What follows belongs to an exercise in optimizing a design on an open flow for small area and a short achievable clock period; a production flow would make more cautious choices. No functional check of the RTL was part of any run shown here.

## flow/design.v (module list and top-level ports; edited modules follow where they fit)
// module smadd: 35 lines
// module mulmag: 2755 lines
// module fa_cell: 4 lines
// module ha_cell: 4 lines
// module mulsm: 10 lines
// module conv2d_3x3: 96 lines
module conv2d_3x3 #(
    parameter SIZE  = 32 ,
    WEIGHT = 34,
    LENGHT = 302
) (
    input clk,
    input reset_n,
    input load,
    input en,
    input [SIZE-1:0] in,
    input [SIZE-1:0] k1,
    input [SIZE-1:0] k2,
    input [SIZE-1:0] k3,
    input [SIZE-1:0] k4,
    input [SIZE-1:0] k5,
    input [SIZE-1:0] k6,
    input [SIZE-1:0] k7,
    input [SIZE-1:0] k8,
    input [SIZE-1:0] k9,
    output valid_out,
    output[SIZE-1:0] out
);
  // ...
==> flow/flow/run.sh <==
#!/bin/bash
set -euo pipefail
export SETUP_SLACK_MARGIN=${FLOW_SETUP_MARGIN:-30}
bash standard.sh > flow_make.log 2>&1
==> flow/standard.sh <==
#!/bin/bash
# synth_recipe.tcl (not shown) runs the flow's synth.tcl, then flattens the netlist and writes it again
# the make line also repeats each setting of config.mk as NAME=value (left out here)
make -C /OpenROAD-flow-scripts/flow DESIGN_CONFIG=/design/flow/config.mk WORK_HOME=/design/flow/orfs CLKGATE_MAP_FILE= SYNTH_SCRIPT=/design/flow/synth_recipe.tcl "${@:-finish}"
==> flow/config.mk <==
export PLATFORM = sky130hd
export DESIGN_NAME = conv2d_3x3
export DESIGN_NICKNAME = conv2d_3x3
export VERILOG_FILES = /design/flow/design.v
export SDC_FILE = /design/flow/constraint.sdc
export NUM_CORES = 8
export LEC_CHECK = 0
export CAP_MARGIN = 20
export CORE_MARGIN = 2
export CORE_UTILIZATION = 45
export PLACE_DENSITY = 0.55
export SLEW_MARGIN = 20
export SYNTH_HIERARCHICAL = 1
==> flow/constraint.sdc <==
create_clock -name core_clock -period 40.0 [get_ports {clk}]
set_input_delay 8.0000 -clock core_clock [delete_from_list [all_inputs] [get_ports {clk}]]
set_output_delay 8.0000 -clock core_clock [all_outputs]
set_load 0.01 [all_outputs]
==> impl_results.md, run 1 <==
- Status: finished clean
- CP cell instances: clkdlybuf4s50_1
- WHS Endpoint: chain[2161]$_DFFE_PP_
- Initial antenna violation count: 24
- Root buf cell: clkbuf_16
- Commonest non-fill, non-tap cell in the layout: nand2_1
- Final net count: 24900
- Setup crit start: r_out[18]$_DFFE_PP_
- Synth unique cells: 85
- Simple-Gate Fraction of Synth Area: 12.1%
- Largest family of logic cells by synthesized area: adder cells
- Sink Count: 2822
- Worst hold path stage count: 0
- Routed wl met3: around 55000 um
- GRT Util Overall: 25.8%
- Met2 WL: 329000 um
- # rows: 268
- Mux contribution to synthesized area: less than 1%
- Met1 Wirelength: 267000 um
- Hold_ws: 0.374 ns
- Sequential cells: 2822
==> inputs of run 2 (changes only) <==
==> flow/flow/run.sh (replaced) <==
#!/bin/bash
# Standard ORFS layout with timing repair aimed below the design's period
# (repair_timing treats slack under SETUP_SLACK_MARGIN as a violation) and
# plain buffers on the ports.  The SDC is the standard flow's, unchanged.
set -euo pipefail
export SETUP_SLACK_MARGIN=30.6
export BUFFER_PORTS_ARGS="-buffer_cell sky130_fd_sc_hd__buf_4"
bash standard.sh > flow_make.log 2>&1
==> run 2 against run 1 <==
  * Design area grew 1.2%
  * Wire length grew 0.69%
  * Critical path type unchanged
  * Die area is the same
  * Hold slack lost 0.028 ns
  * Cell count grew 0.66%
  * Sequential cell count is the same
  * Clock skew shrank 0.0036 ns
  * Non-clock buffer count grew 147
==> impl_results.md, run 2 <==
- Via density: 5.72
- Syn. warnings: 8
- CP cell instances: buf_6
- Hold_ws: 0.347 ns (-0.0276 ns)
- Die height: between 700 and 800 um
- Post-synth top cells: nand2_1, fa_1, edfxtp_1, clkbuf_1, ha_1
- Worst hold path stage count: 0 (unchanged)
- Per-cell routed wire length: 25.8 um
- GPL Wtd Cong: 0.906
- First-pass GRT wire length: about 1100000 um
- Setup Viol. Count Final: 0
- Final cycle utilization of the critical path: 24.3%
- Register area: 84700 um2
- Slew headroom: 27.2%
- Vias: 153000
- Initial antenna violation count: 31 (+29%)
- Die Span X: 736 um
- Simple-Gate Fraction of Synth Area: 12.1% (unchanged)
- Startpoint Class: flip-flop
- CTS tree: built
- Synthesized netlist net count: 24900
- Largest net degree at the start of global routing: 193
- Adder-Cell Fraction of Synth Area: 42.0%
- Share of the synthesized area in the top cell type: 38.6%
- Clock Path Buffers: 4
- Multi-input logic area: 151000 um2
- Status: finished clean
- Largest register by flop count: chain
- Effective utilization at floorplan: 45.2%
- # rows: 268 (unchanged)
- Yosys top cell by area: fa_1
- Full die area: 542000 um2
- DR pass1 iterations: 6
- Fin crit period: 9.72 ns
- Hold crit path type: flip-flop to flip-flop
- Worst Tran Pin Value: ~1.1 ns
- Largest family of logic cells by synthesized area: adder cells
- Cell Area, Synth: ~240000 um2
- Reg2reg setup slack: 30.76 ns
- Hold path start: chain[1329]$_DFFE_PP_
- Crit Path Max Fanout: 1
- Flops & latches, synth: about 2800
- Commonest non-fill, non-tap cells in the layout: nand2_1, fa_1, edfxtp_1
- Top-count cell post-synth: nand2_1
- H-tree depth: 5
- Max Clk Rate: 0.103 GHz
- CP Data Arrival Time: around 1.7 ns
- Num CTS Buffers: 309
- WP data required: roughly 32 ns
- Register area share after synthesis: 35.1%
- WHS Endpoint: chain[1361]$_DFFE_PP_
- Layout cells sized above 1: 10.0%
- Synth unique cells: 85 (unchanged)
- Post-synthesis compound-gate area fraction: 5.30%
- Bufs and invs on worst path: 1
- Worst Skew: 0.0766 ns
- R2r endpoint: r78[22]$_DFFE_PP_
- DP HPWL: about 470000 um
- Syn Inst Count: roughly 19000
- Drt first-iter violations: 13000
- Delay-heaviest family, CP: flip-flops
- DRT antenna net count: 0
- Core area: roughly 530000 um2
- Synth Area in XOR/XNOR: 2.63%
- Worst-case reg-to-reg path depth: 29
- DRC errors left: 0
- Setup TNS: 0 ns
- Area grow syn2layout: 11.0%
- Setup crit end kind: output pin
- Fillers: 46300
- Crit path max-delay cell type: edfxtp_1
- CTS clk-pin slew, worst paths: 0.06 ns
- Final net count: 25000 (+0.64%)
- IO Pins: 357
- Max reg flops: 2304
- GRT Util Overall: 25.8% (+0.034 points)
- Sink Count: 2822 (unchanged)
- Clock Latency Late Sink: between 0.9 and 1 ns
- Routed WL: 692000 um
- Mux contribution to synthesized area: 0.331% (unchanged)
- FFs w/ async S/R, synth: less than 1%
- Mean post-synth cell area: 12.5 um2
- Vias in the first global route: between 150k and 200k
- Post-synth EDFFs: 2810
- Main synth FF type: edfxtp_1
- Commonest non-fill, non-tap cell in the layout: nand2_1
- Unrepaired setup endpoints after global routing: yes
- Max Cap Violations: 0
- WS Path Type: flip-flop to output pin
- Hold Fails Final Rpt: 0
- Reg2reg start: chain[82]$_DFFE_PP_
- Number of port buffers: approximately 290
- Slew Limit Fails: 0
- Root buf cell: clkbuf_16
- Top cells by area, synth: fa_1, edfxtp_1, nand2_1
- Max stage delay on crit path: between 0.5 and 0.6 ns
- Total gr overflow: 0
## run 2: final cells by class
cell class | count | share of cell area, %
Tap cell | 7155 | 3.34
Clock inverter | 192 | 0.807
Clock buffer | 366 | 2.99
Inverter | 383 | 0.536
Antenna cell | 34 | 0.0317
Multi-Input combinational cell | 14900 | 56.5
Timing Repair Buffer | 1035 | 4.22
Sequential cell | 2822 | 31.6
## run 2: worst max-delay path by stage
stage          cells past startpoint            endpoint  slack (ns)          startpoint
6_report                           1              out[6]       30.28  r_out[6]$_DFFE_PP_
3_3_place_gp                      10    kr1[6]$_DFFE_PP_       23.48                load
4_1_cts                            1              out[6]       30.20  r_out[6]$_DFFE_PP_
3_5_place_dp                      10   kr1[12]$_DFFE_PP_       23.36                load
5_1_grt                            1              out[6]       30.25  r_out[6]$_DFFE_PP_
2_1_floorplan                      4  cnt[5]$_DFFE_PN0P_       31.24                load
## run 2: per-stage QoR
stage                     std cells  setup slack (ns)  utilization, %  instance area, um2
after global routing          26800             30.25            50.2              268000
after CTS                     26700             30.20            49.7              265000
after detailed placement      25900             23.36            47.1              251000
after floorplan               19300             31.24               -              241000
final                         26800             30.28            50.2              268000
after global placement        25900             23.48            47.0              251000
## run 2: cells by family after synthesis
kind of cell,count (synthesis)
buffers and inverters,1587
xor gates and xnor gates,725
DFF,2822
and+or+nand+nor,6905
muxes,70
adders and majority gates,5312
AOI/OAI and AO/OA,1834
## run 2: repair_timing
action / in CTS / in global routing
gates resized for setup: 247 / 345
buffers inserted: 177 / 95
endpoints found under the setup margin: 2188 / 642
pin swaps: 9 / 47
gates cloned: 33 / 21
hold buffers: 0 / 0
## run 2: metal layers
metal	routed length, um	part of all wire [%]	vias up	GRT usage (%)
met5	88	0.013	-	0
met4	37000	5.3	12	11.9
met3	54700	7.9	1659	4.53
met2	331000	48	6900	42.2
met1	269000	39	81000	33.8
li1	-	-	63800	-
## run 2: modules after synthesis, one instance, submodules excluded
module      copies in the design  cells inside
fa_cell                     4599             1
mulsm                          9             2
mulmag                         9           973
conv2d_3x3                     1          3137
smadd                          8           343

==> re-timing with driven ports <==
No port has a modelled driver above. Below, the same layouts with a new extraction and two added sets of constraints.
Step 1, drivers: a clkbuf_16 drives clk and a buf_2 each remaining input, both assumed.
Step 2 times the ports against the registers' clock, not the clock port: input delays grow and output delays shrink by t, the midpoint of the rising clock arrivals with the driver on.
a / b / c = ideal / step 1 / step 2; a / b = the first two.
run	t, ns	setup slack, ns	hold slack, ns	pins driven straight from the clock port
run 1	1.067	30.126 / 29.944 / 28.876	0.374 / 0.374 / 0.374	1
run 2	1.083	30.282 / 30.161 / 29.325	0.347 / 0.347 / 0.347	1
After both steps every run listed still meets setup and hold. The setup slack of run 1, which loses most, moves by -0.182 ns with the drivers and by -1.250 ns with both steps.
